This is an optimization exercise on Yosys and OpenROAD, whose aim is small area and a short achievable clock period, not a production implementation.
Where RTL was checked, it was by simulation tests only, not by an equivalence proof against the original.
Power figures rest on the tool's default switching activity, not on a simulated workload.

Setup of red:
==> flow/design.v (excerpt) <==
module NEURON(Clock, SignA, SignB, SignC, SignD, ExponentA, ExponentB, ExponentC, ExponentD, MantissaA, MantissaB, MantissaC, MantissaD, SignOut, ExponentOut, MantissaOut, SignOut1, ExponentOut1, MantissaOut1, SignOut2, ExponentOut2, MantissaOut2);
Size: about 94 flip-flops, about 7000 um2 of cells after synthesis.
export LEC_CHECK = 0
export CAP_MARGIN = 20
export CORE_MARGIN = 2
export CORE_UTILIZATION = 40
export SLEW_MARGIN = 20
create_clock -name core_clock -period 11.0 [get_ports {Clock}]
standard.sh (not shown) runs the stock make flow with config.mk's settings and CLKGATE_MAP_FILE= SYNTH_SCRIPT=/design/flow/synth_recipe.tcl, a recipe that flattens the netlist after the stock synthesis.
==> flow/flow/run.sh <==
#!/bin/bash
# The standard layout, with plain buf_2 cells as port buffers and timing
# repair aiming below the clock period (paths with less than SETUP_SLACK_MARGIN
# ns of slack are repaired).
set -euo pipefail
export BUFFER_PORTS_ARGS="-buffer_cell sky130_fd_sc_hd__buf_2"
export SETUP_SLACK_MARGIN=7.0
bash standard.sh > standard_flow.log 2>&1
What blue does differently from red at the input level:
--- a/flow/design.v
+++ b/flow/design.v
@@ -136,30 +136,31 @@
 wire ge31 = ge32 | (&r_e1[4:0]) | (&r_e2[4:0]);
 wire ge30 = ge32 | (&r_e1[4:1]) | (&r_e2[4:1]);
 wire ge29 = ge32 | (&r_e1[4:2] & (r_e1[1] | r_e1[0])) | (&r_e2[4:2] & (r_e2[1] | r_e2[0]));
 wire ge28 = ge32 | (&r_e1[4:2]) | (&r_e2[4:2]);
 wire e0 = ~|{r_e1, r_e2};
 reg q_s, q_sn, q_zero, q_ge33, q_ge32, q_eq31, q_eq30, q_eq29, q_eq28;
-reg [5:0] q_m;
-reg [4:0] q_e;
+reg q_m5, q_m432, q_m54;
+reg [5:0] q_rm;
+reg [4:0] q_re;
 always @(posedge Clock) begin
   q_s <= s;
   q_sn <= ~s;
-  q_m <= m;
-  q_e <= E[4:0];
+  q_rm <= s ? m : 6'd0;
+  q_re <= s ? E[4:0] : 5'd0;
+  q_m5 <= m[5];
+  q_m432 <= &m[4:2];
+  q_m54 <= &m[5:4];
   q_zero <= ~s & e0 & z;
   q_ge33 <= ge33;
   q_ge32 <= ge32;
   q_eq31 <= ge31 & ~ge32;
   q_eq30 <= ge30 & ~ge31;
   q_eq29 <= ge29 & ~ge30;
   q_eq28 <= ge28 & ~ge29;
 end
-wire q_m5 = q_m[5];
-wire q_m432 = &q_m[4:2];
-wire q_m54 = &q_m[5:4];
 wire zero = q_zero;
 wire eq32 = q_ge32 & ~q_ge33;
 reg [4:0] te; reg [5:0] tm;
 always @* begin
   if (zero) begin te = 5'b00000; tm = 6'b000000; end
   else if (q_ge32) begin te = 5'b01111; tm = 6'b000000; end
@@ -193,9 +194,9 @@
 assign ExponentOut = te;
 assign MantissaOut = tm;
 assign SignOut1 = 1'b1;
 assign ExponentOut1 = se;
 assign MantissaOut1 = sm;
 assign SignOut2 = q_s;
-assign ExponentOut2 = q_s ? q_e : 5'd0;
-assign MantissaOut2 = q_s ? q_m : 6'd0;
-endmodule
+assign ExponentOut2 = q_re;
+assign MantissaOut2 = q_rm;
+endmodule
Results
- Number of clock-tree buffers in the layout essentially unchanged between blue and red.
- Row post-route worst setup slack: blue higher / red lower
- The die used by blue is larger than the one used by red.
- Number of non-filler instances in the completed layout, blue and red: higher on blue
- Against red, total length of routed met3 wires in blue fell by more than 10%.
- The highest achievable clock rate number comes out higher for blue vs red.
- Higher area growth from synthesis to layout was reported by blue, not red.
- Diff red -> blue | total core area | up by a few percent
- Share of cells above drive strength 1: blue < red
- As of blue, number of flip-flops and latches had risen by a few percent compared to red.
- NOTE: share of power burned in combinational logic in blue exceeds that of red
- Sequential share of power in blue is 2.1 points below red.
No functional check of the RTL was part of red.

Another version of the RTL of NEURON (not shown whole).
Size: about 750 cells after synthesis, ~93 flip-flops, about 85 I/O pins.
==> flow/config.mk <==
export PLATFORM = sky130hd
export DESIGN_NAME = NEURON
export DESIGN_NICKNAME = NEURON
export VERILOG_FILES = /design/flow/design.v
export SDC_FILE = /design/flow/constraint.sdc
export NUM_CORES = 4
export LEC_CHECK = 0
export CAP_MARGIN = 20
export CORE_MARGIN = 2
export CORE_UTILIZATION = 40
export SLEW_MARGIN = 20
==> flow/constraint.sdc <==
create_clock -name core_clock -period 11.0 [get_ports {Clock}]
set_input_delay 2.2000 -clock core_clock [delete_from_list [all_inputs] [get_ports {Clock}]]
set_output_delay 2.2000 -clock core_clock [all_outputs]
set_load 0.01 [all_outputs]
run.sh (not shown) runs the stock make flow with config.mk's settings and CLKGATE_MAP_FILE= SYNTH_SCRIPT=/design/flow/synth_recipe.tcl, a recipe that flattens the netlist after the stock synthesis.
Stock flow here: none of the scripts above is used.
Next try:
--- a/flow/design.v
+++ b/flow/design.v
@@ -88,57 +88,40 @@
 always @(posedge Clock) begin
   r_d <= dsat;
   r_p1 <= p1;
   r_p2 <= p2;
   r_sh1 <= r_d & {4{e2_gt}};
   r_sh2 <= r_d & {4{e1_gt}};
 end
 wire [11:0] ma = r_p1 >> r_sh1;
 wire [11:0] mb = r_p2 >> r_sh2;
 wire same = r_t1 ~^ r_t2;
 wire inv = ~same;
 wire [11:0] bb = mb ^ {12{inv}};
-wire [11:0] p = ma ^ bb;
-wire [11:0] g = ma & bb;
-wire g10 = g[1] | p[1] & g[0],    p10 = p[1] & p[0];
-wire g32 = g[3] | p[3] & g[2],    p32 = p[3] & p[2];
-wire g54 = g[5] | p[5] & g[4],    p54 = p[5] & p[4];
-wire g76 = g[7] | p[7] & g[6],    p76 = p[7] & p[6];
-wire g98 = g[9] | p[9] & g[8],    p98 = p[9] & p[8];
-wire gba = g[11] | p[11] & g[10], pba = p[11] & p[10];
-wire g30 = g32 | p32 & g10,       p30 = p32 & p10;
-wire g74 = g76 | p76 & g54,       p74 = p76 & p54;
-wire gb8 = gba | pba & g98,       pb8 = pba & p98;
-wire g50 = g54 | p54 & g30,       p50 = p54 & p30;
-wire g70 = g74 | p74 & g30,       p70 = p74 & p30;
-wire gb0 = gb8 | pb8 & g70;        
-wire g60 = g[6] | p[6] & g50,     p60 = p[6] & p50;
-wire g80 = g[8] | p[8] & g70,     p80 = p[8] & p70;
-wire g90 = g98 | p98 & g70,       p90 = p98 & p70;
-wire ga0 = g[10] | p[10] & g90,   pa0 = p[10] & p90;
-wire ci = inv & gb0;
-wire [11:6] cc;
-assign cc[6]  = g50 | p50 & ci;
-assign cc[7]  = g60 | p60 & ci;
-assign cc[8]  = g70 | p70 & ci;
-assign cc[9]  = g80 | p80 & ci;
-assign cc[10] = g90 | p90 & ci;
-assign cc[11] = ga0 | pa0 & ci;
-wire flip = inv & ~gb0;
-wire [5:0] su = p[11:6] ^ cc[11:6];
-wire [5:0] m = su ^ {6{flip}};
-wire c = gb0;
-wire [5:0] kl = ma[5:0] | mb[5:0];
-wire lowz = ~p[0] & (p[5:1] == kl[4:0]);
-wire z = inv ? (p50 & p[6] & p[7] & pb8) : (lowz & ~|su);
+wire [6:0] lo = {1'b0, ma[5:0]} + {1'b0, bb[5:0]};
+wire gl = lo[6];                           
+wire pl = &(ma[5:0] ^ bb[5:0]);            
+wire [6:0] u0 = {1'b0, ma[11:6]} + {1'b0, bb[11:6]};
+wire [5:0] u1 = ma[11:6] + bb[11:6] + 6'd1;
+wire gu = u0[6];
+wire pu = &(ma[11:6] ^ bb[11:6]);
+wire c_g1 = gu | pu;                       
+wire c_g0 = gu;                            
+wire [5:0] m_g1 = same ? u1 : (c_g1 ? u1 : ~u1);
+wire [5:0] m_g0 = same ? u0[5:0] : (c_g0 ? (pl ? u1 : u0[5:0]) : ~u0[5:0]);
+wire [5:0] m = gl ? m_g1 : m_g0;
+wire c = gl ? c_g1 : c_g0;                 
+wire [11:0] pr = ma ^ bb;
+wire [11:0] kk = ma | bb;
+wire z = (pr[0] == inv) & (pr[11:1] == kk[10:0]);
 wire s = (same | c) ? r_t1 : r_t2;
 wire [5:0] E = e1_gt ? r_e1 : r_e2;
 wire ge33 = (r_e1[5] & |r_e1[4:0]) | (r_e2[5] & |r_e2[4:0]);
 wire ge32 = r_e1[5] | r_e2[5];
 wire ge31 = ge32 | (&r_e1[4:0]) | (&r_e2[4:0]);
 wire ge30 = ge32 | (&r_e1[4:1]) | (&r_e2[4:1]);
 wire ge29 = ge32 | (&r_e1[4:2] & (r_e1[1] | r_e1[0])) | (&r_e2[4:2] & (r_e2[1] | r_e2[0]));
 wire ge28 = ge32 | (&r_e1[4:2]) | (&r_e2[4:2]);
 wire e0 = ~|{r_e1, r_e2};
 reg q_s, q_zero, q_ge33, q_ge32, q_eq31, q_eq30, q_eq29, q_eq28;
 reg [5:0] q_m;
 reg [4:0] q_e;
The new run completed without violations.
Combinational power came out higher by about 35%.
Core utilization came out lower by 1.5 points.
Worst setup slack gets better by 0.18 ns.
Synthesized area came out higher by about 10%.
Clock skew barely changes.
Clock power came out lower by 13%.
Clock-buffer cell count came out lower by 1.
Global-route usage came out lower by 1.0 points.
Wire length came out higher by 2.6%.
Function was not checked in any run of this note: the RTL went through the layout flow alone.

quartz:
Another version of the RTL of NEURON (not shown whole).
Size in the first run: ~630 cells after synthesis, roughly 0.0064 mm2 of cells after synthesis.
export LEC_CHECK = 0
export CAP_MARGIN = 20
export CORE_MARGIN = 2
export CORE_UTILIZATION = 60
export CTS_BUF_LIST = sky130_fd_sc_hd__clkbuf_8
export SLEW_MARGIN = 20
export SYNTH_HIERARCHICAL = 1
export TNS_END_PERCENT = 5
create_clock -name core_clock -period 11.0 [get_ports {Clock}]
standard.sh (not shown) runs the stock make flow with config.mk's settings and CLKGATE_MAP_FILE= SYNTH_SCRIPT=/design/flow/synth_recipe.tcl, a recipe that flattens the netlist after the stock synthesis.
==> flow/flow/run.sh <==
#!/bin/bash
# The standard layout, with plain buf_1 cells as port buffers and timing
# repair aiming below the clock period (paths with less than SETUP_SLACK_MARGIN
# ns of slack are repaired).
set -euo pipefail
export BUFFER_PORTS_ARGS="-buffer_cell sky130_fd_sc_hd__buf_1"
export SETUP_SLACK_MARGIN=7.3
bash standard.sh > standard_flow.log 2>&1
Input-level comparison between pepper and quartz:
--- a/flow/design.v
+++ b/flow/design.v
@@ -45,19 +45,40 @@
 always @(posedge Clock) begin
   r_ma <= MantissaA; r_mb <= MantissaB; r_mc <= MantissaC; r_md <= MantissaD;
   r_e1 <= e1;
   r_e2 <= e2;
   r_t1 <= SignA ~^ SignB;
   r_t2 <= SignC ~^ SignD;
 end
-wire [6:0] xd = {1'b0, r_e1} + {1'b0, ~r_e2};
+genvar x;
+wire [6:0] xd;
+wire [5:0] ne2 = ~r_e2;
+wire [5:1] xc;
+MUL6_HA xh0 (r_e1[0], ne2[0], xd[0], xc[1]);
+generate for (x = 1; x < 6; x = x + 1) begin : xdr
+  if (x < 5) begin : m
+    MUL6_FA xf (r_e1[x], ne2[x], xc[x], xd[x], xc[x+1]);
+  end else begin : t
+    MUL6_FA xf (r_e1[x], ne2[x], xc[x], xd[x], xd[6]);
+  end
+end endgenerate
 wire e1_gt = xd[6];
 wire e_eq = &xd[5:0];
 wire e2_gt = ~e1_gt & ~e_eq;
-wire [5:0] xd1 = xd[5:0] + 6'd1;
+wire [5:0] xd1;              
+wire [5:1] ic;
+assign xd1[0] = ~xd[0];
+assign ic[1] = xd[0];
+generate for (x = 1; x < 6; x = x + 1) begin : inc
+  if (x < 5) begin : m
+    MUL6_HA ih (xd[x], ic[x], xd1[x], ic[x+1]);
+  end else begin : t
+    assign xd1[x] = xd[x] ^ ic[x];
+  end
+end endgenerate
 wire [5:0] ediff = e1_gt ? xd1 : ~xd[5:0];
 wire [3:0] dsat = ediff[3:0] | {4{ediff[5] | ediff[4]}};
 wire [11:0] p1, p2;
 genvar q, gi, gj;
 generate for (q = 0; q < 2; q = q + 1) begin : mul
   wire [5:0] a = q ? r_mc : r_ma;
   wire [5:0] b = q ? r_md : r_mb;
### Flow results
On wire length, the higher figure sits with quartz, not pepper. Lower number of stages on the worst setup path was reported by pepper, not quartz. | setup slack | pepper vs quartz | worse |. On net switching power, quartz loses to pepper. Final critical path time including I/O delays and setup: pepper worse than quartz. Re gate count after technology mapping: pepper is about 2% down on quartz. Number of hold violations in the final report came out exactly the same in quartz and pepper. Sort quartz and pepper by routed length on met1, descending, and quartz comes first.

==> separate check: timing with driven ports <==
The results above use ideal ports. As a check the final layouts listed here were re-extracted and re-timed, cells and wires unchanged. Step 1, drivers: a clkbuf_16 drives Clock and a buf_2 each remaining input, both assumed. Step 2, shift: input delay + t, output delay - t, t = (earliest + latest rising clock arrival at the registers) / 2. This alone moves slack from input paths to output paths. a / b / c = ideal / step 1 / step 2; a / b = the first two.
run	shift t [ns]	setup slack, ns	worst hold slack (ns)	worst slew at a driven data input, ns	pins driven straight from the clock port
red	0.380	7.112 / 7.077 / 7.396	0.442 / 0.442 / 0.442	0.03	1
blue	0.388	7.198 / 7.159 / 7.235	0.447 / 0.447 / 0.447	0.03	1
the first run of note 2	0.392	6.500 / 6.455 / 6.690	0.463 / 0.463 / 0.463	0.04	1
the second run of note 2	0.387	6.680 / 6.641 / 7.028	0.448 / 0.448 / 0.448	0.04	1
quartz	0.398	7.194 / 7.159 / 6.923	0.446 / 0.446 / 0.446	0.03	1
pepper	0.412	7.179 / 7.146 / 6.932	0.444 / 0.444 / 0.444	0.03	1
After both steps every run listed still meets setup and hold. The setup slack of quartz, which loses most, moves by -0.035 ns with the drivers and by -0.271 ns with both steps.
